Source: an optimization exercise on an open RTL-to-GDS flow (aim: small area). Production flows keep margins and buffers that such runs may drop. The RTL was checked by simulation tests, not by an equivalence proof against the original design. No activity file was given, so power comes from the tool's default toggle rates.

==> flow/design.v <==
module time_divider #(
	parameter N=2,
	WIDTH=8)
(
	input clk,
	input rst,
	input en,
	output reg clk_out,
	output tick);
reg [WIDTH-1:0] cnt;
wire wrap = (cnt==(N>>1)-1);
assign tick = en & wrap & ~clk_out;
always @(posedge clk)
begin
	if(rst) begin
		cnt<=0;
		clk_out<=0;
	end
	else if(en) begin
		if(wrap)	 
		begin
			clk_out<=~clk_out;
			cnt<=0;
		end
		else cnt<=cnt+1;
	end
end
endmodule
module getrandom(clk,rst,en,ran1,ran2);	 
	parameter MIN=2,MAX=5;            
input clk,rst,en;
output [2:0] ran1,ran2;
wire ran_tmp0,ran_tmp1,ran_tmp2,ran_tmp3,ran_tmp4,ran_tmp5;
wire w,z;
wire y;
D_ff FF0(clk,rst,en,y,ran_tmp0);
D_ff FF1(clk,rst,en,ran_tmp0,ran_tmp1);
D_ff FF2(clk,rst,en,ran_tmp1,ran_tmp2);
D_ff FF3(clk,rst,en,ran_tmp2,ran_tmp3);
D_ff FF4(clk,rst,en,ran_tmp3,ran_tmp4);
D_ff FF5(clk,rst,en,ran_tmp4,ran_tmp5);
nor nr1(z,ran_tmp0,ran_tmp1,ran_tmp2,ran_tmp3,ran_tmp4,ran_tmp5);
xor xr1(w,ran_tmp0,ran_tmp5);
xor xr2(y,w,z);
assign ran1=2+{ran_tmp4,ran_tmp3}%(MAX-MIN+1);           
assign ran2=2+{ran_tmp1,ran_tmp0}%(MAX-MIN+1);
endmodule
module D_ff(clk,clr,en,D,Q);	 
input clk,D,clr,en;
output reg Q;
always @(posedge clk)
begin
	if(clr) Q<=1'b0;
	else if(en) Q<=D;
end
endmodule
module keyboard_scan(clk,rst,row_b,col,row_location,col_location);	 
input clk,rst;
input [3:0] row_b;					 
output reg [3:0] col;
output reg [2:0] row_location,col_location;
wire [3:0] row;
reg [2:0] state;
reg [1:0] cnt;
wire clk_500k,en;
assign row=row_b;
time_divider #(4,1) td_500k(clk,rst,1'b1,clk_500k,en);
always@(posedge clk)
begin
	if(rst) begin
		col<=4'b0000;
		state<=0;
		row_location<=3'b100;
		col_location<=3'b100;
	end
	else if(en) begin
	case(state)
	0:
	begin
		col<=4'b0000;                
		row_location<=3'b100;        
		col_location<=3'b100;
		if(row!=4'b1111)             
		begin
			col<=4'b1110;
			state<=1;
		end
		else state<=0;
	end
	1:
	begin
		if(row!=4'b1111) state<=5;
		else begin
			col<=4'b1101;
			state<=2;
		end
	end
	2:
	begin
		if(row!=4'b1111) state<=5;
		else begin
			col<=4'b1011;
			state<=3;
		end
	end
	3:
	begin
		if(row!=4'b1111) state<=5;
		else begin
			col<=4'b0111;
			state<=4;
		end
	end
	4:
	begin
		if(row!=4'b1111) state<=5;
		else state<=0;
	end
	5:
	begin
		if(row!=4'b1111)
		begin
			if(row[0]==0) row_location<=3'b000;
			else if(row[1]==0) row_location<=3'b001;
			else if(row[2]==0) row_location<=3'b010;
			else row_location<=3'b011;
			if(col[0]==0) col_location<=3'b000;
			else if(col[1]==0) col_location<=3'b001;
			else if(col[2]==0) col_location<=3'b010;
			else col_location<=3'b011;
			state<=5;
		end
		else state<=0;
	end
	default: state<=state;
	endcase
	end
end
endmodule
module timer(clk,en,state,rst,time_shi,time_ge);	 
input clk,en,rst;
input [1:0] state;
output reg [3:0] time_shi,time_ge;
always@(posedge clk)
begin
	if(rst)                               
	begin
		time_shi<=4'b0100;
		time_ge<=4'b0000;
	end
	else if(en) begin
	if(state==2'b00)                      
	begin
		time_shi<=4'b0100;
		time_ge<=4'b0000;
	end
	else if(state==2'b01)					  
	begin
		if(time_ge==0&&time_shi!=0)
		begin
			time_ge<=4'b1001;
			time_shi<=time_shi-1;
		end
		else if(time_ge==0&&time_shi==0)   
		begin
			time_ge<=time_ge;
			time_shi<=time_shi;
		end
		else time_ge<=time_ge-1;
	end
	else begin									  
		time_ge<=time_ge;
		time_shi<=time_shi;
	end
	end
end
endmodule
module fsm(clk,rst,state,Ts,Tt);		 
input clk,rst,Ts,Tt;
output [1:0] state;
reg [1:0] state,next_state;
parameter state0=2'b00,state1=2'b01,state2=2'b10,state3=2'b11;
always @(posedge clk)
begin
	if(rst) state<=state0;
	else state<=next_state;
end
always @(state or Ts or Tt or rst)
begin
	case(state)
	state0:begin
	if(!rst) next_state=state1;
	else next_state=state0;
	end
	state1:begin
	if(Ts) next_state=state2;           
	else if(Tt) next_state=state3;      
	else next_state=state1;
	end
	state2:begin
	if(rst) next_state=state0;
	else next_state=state2;
	end
	default:begin
	if(rst) next_state=state0;
	else next_state=state3;
	end
endcase
end
endmodule
module controller(rowran,colran,row,col,time_shi,time_ge,clk,en_50,en_half,rst,hit,state,score_shi,score_ge);    
input [2:0] rowran,colran,row,col;               
input clk,en_50,en_half,rst;						 
input [3:0] time_shi,time_ge;                     
output reg hit;                                   
output [1:0] state;                               
output reg [3:0] score_shi,score_ge;              
reg Ts,Tt;
reg flag;
reg hit_tmp;
fsm central_fsm(clk,rst,state,Ts,Tt);
always@(posedge clk)
begin
	if(rst) begin
		hit<=0;
	end
	else if(en_50) begin
	if(state==2'b01)                    
	begin
		if((rowran==row+2)&&(colran==col+2))        
		begin
			hit<=1;
		end
		else begin
			hit<=0;
		end
	end
	else begin
		hit<=0;
	end
	end
end
always @(posedge clk)  
begin
 if(rst) hit_tmp<=0;
 else if(hit) hit_tmp<=1;
 else if(en_half) hit_tmp<=0;
end
always @(posedge clk)
begin
	if(rst)                              
	begin
	 flag<=1;
	 score_shi<=0;
	 score_ge<=0;
	end
	else if(en_50) begin
	if((hit==1)&&(flag==1)==1)       
	begin
		if(score_ge<9)
		begin
		 score_ge<=score_ge+1;
		 score_shi<=score_shi;
		end
		else begin
		 score_ge<=0;
		 score_shi<=score_shi+1;
		end
		flag<=0;
	end
	else begin
	 score_ge<=score_ge;
	 score_shi<=score_shi;
	 if(hit_tmp==0) flag<=1;            
	 else flag<=flag;
	end
	end
end
always @(score_shi or rst)
begin
	if(rst) Ts=0;
	else if(score_shi==1)                          
	Ts=1;
	else Ts=0;
end
always @(time_shi or time_ge or rst)
begin
	if(rst) Tt=0;
	else if(time_shi==0&&time_ge==0)               
	Tt=1;
	else Tt=0;
end
endmodule
module led_88(clk,en,en_half,rst,hit,row,col_r,col_g,state,rowran,colran);	 
input clk,en,en_half,rst,hit;
input [2:0] rowran,colran;
output reg [7:0] row,col_r,col_g;
input [1:0] state;
reg [2:0] cnt;
reg hit_tmp;
reg [3:0] col_4;
always @(colran)                
begin
	case(colran)
	3'b010: col_4=4'b0001;
	3'b011: col_4=4'b0010;
	3'b100: col_4=4'b0100;
	3'b101: col_4=4'b1000;
	default: col_4=4'b0000;
	endcase
end
always@(posedge clk)   
begin
 if(rst) hit_tmp<=0;
 else if(hit) hit_tmp<=1;
 else if(en_half) hit_tmp<=0;
end
always@(posedge clk)	          
begin
	if(rst)	cnt<=0;
	else if(en) begin
	if(cnt==3'b111) cnt<=0;
	else	cnt<=cnt+1;
	end
end
always @(cnt or state or col_4 or rowran or hit_tmp)
begin
	case(cnt)
	3'b000:begin
		row=8'b1111_1110;
		if(state!=2'b10) col_g=8'h00;
		else col_g=8'b0001_1000;
		col_r=8'h00;
	end
	3'b001:begin
		row=8'b1111_1101;
		if(state==2'b00||state==2'b01) col_g=8'b0111_1110;
		else if(state==2'b10) col_g=8'b0010_0100;
		else col_g=8'h00;
		if(state!=2'b11) col_r=8'h00;
		else col_r=8'b0100_0010;
	end
	3'b010:begin
		row=8'b1111_1011;
		if(state!=2'b11) col_g=8'b0100_0010;
		else col_g=8'h00;
		if(state==2'b01) begin
			if(cnt==rowran&&!hit_tmp) begin
				col_r={2'b00,col_4,2'b00};
			end
			else col_r=8'h00;
		end
		else if(state==2'b11) col_r=8'b0011_1100;
		else col_r=8'h00;
	end
	3'b011:begin
		row=8'b1111_0111;
		if(state==2'b00||state==2'b01) col_g=8'b0100_0010;
		else col_g=8'h00;
		if(state==2'b01) begin
			if(cnt==rowran&&!hit_tmp) begin
				col_r={2'b00,col_4,2'b00};
			end
			else col_r=8'h00;
		end
		else col_r=8'h00;
	end
	3'b100:begin
		row=8'b1110_1111;
		if(state==2'b00||state==2'b01) col_g=8'b0100_0010;
		else col_g=8'h00;
		if(state==2'b01) begin
			if(cnt==rowran&&!hit_tmp) begin
				col_r={2'b00,col_4,2'b00};
			end
			else col_r=8'h00;
		end
		else col_r=8'h00;
	end
	3'b101:begin
		row=8'b1101_1111;
		if(state==2'b00||state==2'b01) col_g=8'b0100_0010;
		else if(state==2'b10) col_g=8'b1010_0101;
		else col_g=8'h00;
		if(state==2'b01) begin
			if(cnt==rowran&&!hit_tmp) begin
				col_r={2'b00,col_4,2'b00};
			end
			else col_r=8'h00;
		end
		else if(state==2'b11) col_r=8'b0100_0010;
		else col_r=8'h00;
	end
	3'b110:begin
		row=8'b1011_1111;
		if(state==2'b00||state==2'b01) col_g=8'b0111_1110;
		else if(state==2'b10) col_g=8'b0100_0010;
		else col_g=8'h00;
		if(state!=2'b11) col_r=8'h00;
		else col_r=8'b1010_0101;
	end
	3'b111:begin
		row=8'b0111_1111;
		col_g=8'h00;
		col_r=8'h00;
	end
endcase
end
endmodule
module decoder(num,seg_led);	 
input [3:0] num;
output reg [7:0] seg_led;
always @(num)                     
begin
	case(num)
	4'd0: seg_led=8'b11111100;
	4'd1: seg_led=8'b01100000;
	4'd2: seg_led=8'b11011010;
	4'd3: seg_led=8'b11110010;
	4'd4: seg_led=8'b01100110;
	4'd5: seg_led=8'b10110110;
	4'd6: seg_led=8'b10111110;
	4'd7: seg_led=8'b11100000;
	4'd8: seg_led=8'b11111110;
	4'd9: seg_led=8'b11110110;
	default: seg_led=8'b00000000;
	endcase
end
endmodule
module buzzer(clk,clk_la,en_50,en_half,hit,rst,beep);	 
	input clk,clk_la,en_50,en_half,hit,rst;
	output beep;
	reg en,hit_tmp,flag;
	always@(posedge clk)	 
	begin
		if(rst) hit_tmp<=0;
		else if(hit) hit_tmp<=1;
		else if(en_half) hit_tmp<=0;
	end
	always@(posedge clk)
	begin
		if(rst)
		begin
			flag<=1;
			en<=0;
		end
		else if(en_50) begin
		if((hit==1)&&(flag==1)==1)			 
		begin
			en<=1;
			flag<=0;
		end
		else begin
			if(hit_tmp==0) flag<=1;
			else flag<=flag;
			if(hit==0) en<=0;                     
			else en<=en;
		end
		end
	end
	assign beep=en?clk_la:1'b0;
endmodule
module whack_a_mole (clk,rst,matrow,matcol_r,matcol_g,
		row_b,col,seg_select,dig_select,beep);		 
input clk,rst;           
input [3:0] row_b;       
output [3:0] col;        
output [7:0] matrow,matcol_r,matcol_g;   
output reg [7:0] seg_select;    
output reg [7:0] dig_select;    
output beep;				 
wire [2:0] colran,rowran;
wire [2:0] row_location,col_location;
wire hit;
wire [3:0] time_shi,time_ge;
wire [3:0]score_shi,score_ge;
wire [1:0] state;
wire [7:0] seg_time_1,seg_time_0;
wire [7:0] seg_score_1,seg_score_0;
wire clk_1k,clk_500,clk_1,clk_half,clk_50,clk_la;
wire en_1k,en_500,en_1,en_half,en_50,en_la;
time_divider #(20,4) td_1k(clk,rst,1'b1,clk_1k,en_1k);	 
time_divider #(2,2) td_500(clk,rst,en_1k,clk_500,en_500);  
time_divider #(10,4) td_50(clk,rst,en_500,clk_50,en_50);  
time_divider #(50,6) td_1(clk,rst,en_50,clk_1,en_1);   
time_divider #(2,2) td_half(clk,rst,en_1,clk_half,en_half); 
time_divider #(22,4) td_fa(clk,rst,1'b1,clk_la,en_la); 
getrandom gr1(.clk(clk),.rst(rst),.en(en_half),.ran1(rowran),.ran2(colran));
keyboard_scan kb(.clk(clk),.rst(rst),.row_b(row_b),.col(col),
	.row_location(row_location),.col_location(col_location));
timer time_counter(.clk(clk),.en(en_1),.state(state),.rst(rst),.time_shi(time_shi),.time_ge(time_ge));
controller center_control(.rowran(rowran),.colran(colran),.row(row_location),.col(col_location),
	.time_shi(time_shi),.time_ge(time_ge),.clk(clk),.en_50(en_50),.en_half(en_half),.rst(rst),.hit(hit),
	.state(state),.score_shi(score_shi),.score_ge(score_ge));
led_88 ld(.clk(clk),.en(en_500),.en_half(en_half),.rst(rst),.row(matrow),.col_g(matcol_g),.state(state),
				.col_r(matcol_r),.rowran(rowran),.colran(colran),.hit(hit));
always@(posedge clk)		 
begin
	if(rst)
	dig_select<=8'b1111_1110;
	else if(en_1k) begin
	dig_select[3:0]<={dig_select[2:0],dig_select[3]};
	dig_select[7:4]<=4'b1111;
	end
end
decoder deco_time_shi(time_shi,seg_time_1);
decoder deco_time_ge(time_ge,seg_time_0);
decoder deco_score_shi(score_shi,seg_score_1);
decoder deco_score_ge(score_ge,seg_score_0);
always @(dig_select[3:0] or seg_time_0 or seg_time_1 or seg_score_0 or seg_score_1)	       
begin
	case(dig_select[3:0])
	4'b1110: seg_select=seg_time_0;
	4'b1101: seg_select=seg_time_1;
	4'b1011: seg_select=seg_score_0;
	4'b0111: seg_select=seg_score_1;
	default: seg_select=8'b0000_0000;
	endcase
end
buzzer bz(.clk(clk),.clk_la(clk_la),.en_50(en_50),.en_half(en_half),.hit(hit),.rst(rst),.beep(beep));
endmodule
==> flow/run.sh <==
#!/bin/bash
# synth_recipe.tcl (not shown) runs the flow's synth.tcl, then flattens the netlist and writes it again
# the make line also repeats each setting of config.mk as NAME=value (left out here)
make -C /OpenROAD-flow-scripts/flow DESIGN_CONFIG=/design/flow/config.mk WORK_HOME=/design/flow/orfs CLKGATE_MAP_FILE= SYNTH_SCRIPT=/design/flow/synth_recipe.tcl finish
==> flow/config.mk <==
export PLATFORM = sky130hd
export DESIGN_NAME = whack_a_mole
export DESIGN_NICKNAME = whack_a_mole
export VERILOG_FILES = /design/flow/design.v
export SDC_FILE = /design/flow/constraint.sdc
export NUM_CORES = 4
export LEC_CHECK = 0
export CAP_MARGIN = 20
export CORE_MARGIN = 2
export CORE_UTILIZATION = 40
export SLEW_MARGIN = 20
==> flow/constraint.sdc <==
create_clock -name core_clock -period 6.0 [get_ports {clk}]
set_input_delay 1.2000 -clock core_clock [delete_from_list [all_inputs] [get_ports {clk}]]
set_output_delay 1.2000 -clock core_clock [all_outputs]
set_load 0.01 [all_outputs]
==> metrics.md <==
| Metric | Value |
|---|---|
| Outcome | `finished clean` |
| Clock Tree Buf Depth | `2` |
| Final setup TNS | `0 ns` |
| Worst slew pin tran | `about 0.9 ns` |
| Area growth syn-to-layout | `12.5%` |
| Mapped cell area | `6030 um2` |
| Setup bufs post-CTS | `0` |
| Pint | `between 1 and 1.5 mW` |
| Clock net sink count | `approximately 110` |
| #FFs+latches synth | `106` |
| Antenna viol nets, final | `0` |
| Sw Ratio | `0.230` |
| Adder-cell share of the synthesized area | `0.104` |
| Total gr overflow | `0` |
| Global placement routability congestion | `0.817` |
| Slew Limit Fails | `0` |
| Post-synth EDFFs | `0` |
| Max Cap Viol | `0` |
| FFs w/ async S/R, synth | `0` |
| Initial antenna violation count | `0` |
| WS Path Type | `reg2out` |
| Clock transition at path regs | `0.07 ns` |
| Xor/xnor share of the synthesized area | `0.0203` |
| GRT Overall Usage | `0.168` |
| Critical Path Sink Type | `output port` |
| Min-Delay Path Class | `reg2reg` |
| Count of different cell masters after synthesis | `79` |
| WL final | `13000 um` |
| Post-Synthesis Cells | `711` |
| Final nets | `roughly 780` |
| ANT cells | `0` |
| Startpoint types | `register` |
| Share of post-route cells with drive strength above 1 | `0.0644` |
| DR DRC count | `0` |
| Pre-Repair DR Iteration Count | `5` |
| Via count of the routed design | `4961` |
| Power Density | `around 200 nW/um2` |
| H-tree lvl count | `3` |
| Area of the core | `14600 um2` |
| CTS Hold Buffers Added | `0` |
| Psw | `317 uW` |
| Port bufs | `45` |
| WP data required | `around 4.8 ns` |
| Mux cell area share after synthesis | `0.0238` |
| CTS tree | `built` |
| Die H | `127 um` |
| CTS Root Cell | `clkbuf_16` |
| Die ar. | `about 16000 um2` |
| Final min period | `roughly 4.3 ns` |
| DP HPWL | `9490 um` |
| Initial DRC count | `323` |
| First-pass GRT wire length | `22200 um` |
| Endpoints failing setup | `0` |
| Fmax | `233 MHz` |
| Post-synthesis compound-gate area fraction | `0.199` |
| Largest net degree at the start of global routing | `47` |
| Post-synthesis simple-gate area fraction | `0.232` |
| Largest family of logic cells by synthesized area | `simple AND/OR/NAND/NOR gates` |
| Static Leak | `2.64 nW` |
| Ports | `between 50 and 60` |
| TritonCTS Buffers | `9` |
| Register share of total power | `0.523` |
| Max Clock Skew | `0.00873 ns` |
| Hold Slack | `0.436 ns` |
| Vias in the first global route | `4652` |
| Post-CTS sizing | `0` |
| Unrepaired setup endpoints after global routing | `false` |
| Initial core utilization | `0.412` |
| Crit path max fanout | `7` |
| Horiz. Die Dim | `roughly 130 um` |
| Worst VDD drop | `138 uV` |
| Clock power share | `0.437` |
| Row cnt | `44` |
| Critical Path AT | `3.09 ns` |
| Clock latency (worst-skew pair) | `~0.36 ns` |
| Relative slew margins | `0.391` |
| Period utilisation layout | `0.714` |
| Vias per Instance | `5.43` |
| Final number of hold-violating endpoints | `0` |
| Gate power share | `0.040` |
| Seq/Total Area, Yosys | `0.352` |
| Yosys warnings | `15` |
| WL/cell | `around 14 um` |
| Main synth FF type | `dfxtp_1` |
| Avg Synthesized Cell Area | `8.49 um2` |
## final timing paths
path | cells after the start | to | from | slack [ns]
worst min register to register | 1 | kb.td_500k.cnt$_SDFF_PP0_ | kb.td_500k.cnt$_SDFF_PP0_ | 0.44
worst min-delay path | 1 | kb.td_500k.cnt$_SDFF_PP0_ | kb.td_500k.cnt$_SDFF_PP0_ | 0.44
worst max-delay path | 8 | matcol_r[2] | ld.cnt[0]$_SDFFE_PP0N_ | 1.71
worst max register to register | 10 | seg_time_0[7]$_DFF_P_ | td_1k.cnt[0]$_SDFF_PP0_ | 2.67
## metrics by stage
| stage | power [mW] | instance area [um2] | worst slack, ns | std cells | util |
|---|---|---|---|---|---|
| after CTS | 1.40 | 6790 | 1.73 | 914 | 0.464 |
| final | 1.38 | 6790 | 1.71 | 914 | 0.464 |
| after global routing | 1.44 | 6790 | 1.52 | 914 | 0.464 |
| after detailed placement | 0.793 | 6490 | 2.12 | 898 | 0.443 |
| after global placement | 0.791 | 6490 | 2.20 | 898 | 0.443 |
| after floorplan | 0.777 | 6040 | 2.84 | 714 | - |
## state kept, by name, summed over array words and instances, names as in the netlist, 2 cells and up
| register | cells |
|---|---|
| ld.cnt | 3 |
| seg_score_0 | 7 |
| seg_time_0 | 7 |
| td_500.cnt | 2 |
| time_counter.time_ge | 4 |
| center_control.central_fsm.state | 2 |
| dig_select | 4 |
| center_control.score_ge | 4 |
| td_fa.cnt | 4 |
| kb.col | 4 |
| td_1.cnt | 6 |
| time_counter.time_shi | 4 |
| td_50.cnt | 4 |
| kb.state | 3 |
| kb.row_location | 2 |
| center_control.score_shi | 4 |
| kb.col_location | 3 |
| td_1k.cnt | 4 |
| td_half.cnt | 2 |
| seg_time_1 | 7 |
| seg_score_1 | 7 |
## cell type report
| type | instances | area, um2 |
|---|---|---|
| Tap cell | 184 | 230 |
| Clock buffer | 9 | 225 |
| Inverter | 47 | 178 |
| Fill cell | 1408 | 7850 |
| Multi-Input combinational cell | 515 | 3510 |
| Clock inverter | 7 | 75.1 |
| Sequential cell | 106 | 2120 |
| Timing Repair Buffer | 46 | 453 |
## critical path, stage by stage, from the launching register on
cell             delay, ns
dfxtp_1               0.46
ha_1                  0.32
nor2_1                0.10
a21oi_1               0.23
nor2b_1               0.16
o21ai_0               0.15
or4b_2                0.66
o21ai_0               0.09
clkdlybuf4s50_1       0.56
## logic make-up after synthesis
kind of cell             Yosys count
other                              2
flip-flops                       106
buffers and inverters             93
AND/OR/NAND/NOR                  261
adder cells (fa/ha/maj)           50
AO/OA/AOI/OAI                    171
XOR/XNOR                          14
multiplexers                      14
## Yosys cell counts, types with 3 or more instances
cell type  instances  area (um2)
dfxtp_1          106        2120
nor2_1            74         278
nand2_1           63         236
a21oi_1           55         275
ha_1              50         626
inv_1             45         169
o21ai_0           28         140
a22o_1            24         210
clkbuf_1          24        90.1
nor3_1            20         100
nand3_1           15        75.1
a211oi_1          12        90.1
nor2b_1           12        75.1
buf_4             11        82.6
mux2i_1           11         110
xnor2_1           10        87.6
and3_1             8        50.1
nand4_1            8        50.1
or3_1              8        50.1
buf_2              7        35.0
a21o_1             6        45.0
nand2b_1           6        37.5
a31oi_1            5        31.3
a41oi_1            5        43.8
and2_1             5        31.3
nand3b_1           5        37.5
nor3b_1            5        37.5
nor4_1             5        31.3
nand4b_1           4        35.0
o22ai_1            4        25.0
o31ai_1            4        30.0
xor2_1             4        35.0
a311oi_1           3        26.3
mux2_2             3        33.8
o21bai_1           3        22.5
## cell usage in the layout, fill, tap and decap left out, types with 15 or more instances in the layout
cell	n
a21oi_1	55
a22o_1	24
clkdlybuf4s50_1	44
dfxtp_1	106
ha_1	50
inv_1	45
nand2_1	63
nand3_1	15
nor2_1	74
nor3_1	20
o21ai_0	28
## per-layer routing
layer / up-vias / routed length [um] / global-route usage
li1: 2521 / - / -
met1: 2334 / 6310 / 0.220
met2: 85 / 6010 / 0.271
met3: 21 / 362 / 0.0333
met4: 0 / 289 / 0.0672
met5: - / 0 / 0
## power groups by stage
| stage | logic [mW] | clock network (mW) | registers [mW] |
|---|---|---|---|
| 6_report | 0.0548 | 0.602 | 0.721 |
| 5_1_grt | 0.0632 | 0.652 | 0.723 |
| 4_1_cts | 0.0556 | 0.622 | 0.721 |
| 3_5_place_dp | 0.0553 | 0 | 0.738 |
| 3_3_place_gp | 0.0540 | 0 | 0.737 |
| 2_1_floorplan | 0.0426 | 0 | 0.734 |

what the ideal ports hide:
No port has a modelled driver above. Below, the same layout with a new extraction and two added sets of constraints.
Step 1 assumes that a clkbuf_16 drives the clock port and a buf_2 every other input.
Step 2 moves the port delays by t, midway between the first and last clock arrival at a register: inputs arrive t later, outputs are due t later. That takes back most of the time a late clock gives input paths.
Slacks: no drivers / after step 1 / after step 2; pairs: no drivers / after step 1.
shift t [ns]: 0.391
setup WS [ns]: 1.714 / 1.673 / 2.064
latest minus earliest clock arrival (ns): 0.010 / 0.010
worst slew at a driven data input, ns: 0.03
After both steps setup and hold are still met in this run. The setup slack of this run moves by -0.041 ns with the drivers and by +0.350 ns with both steps.
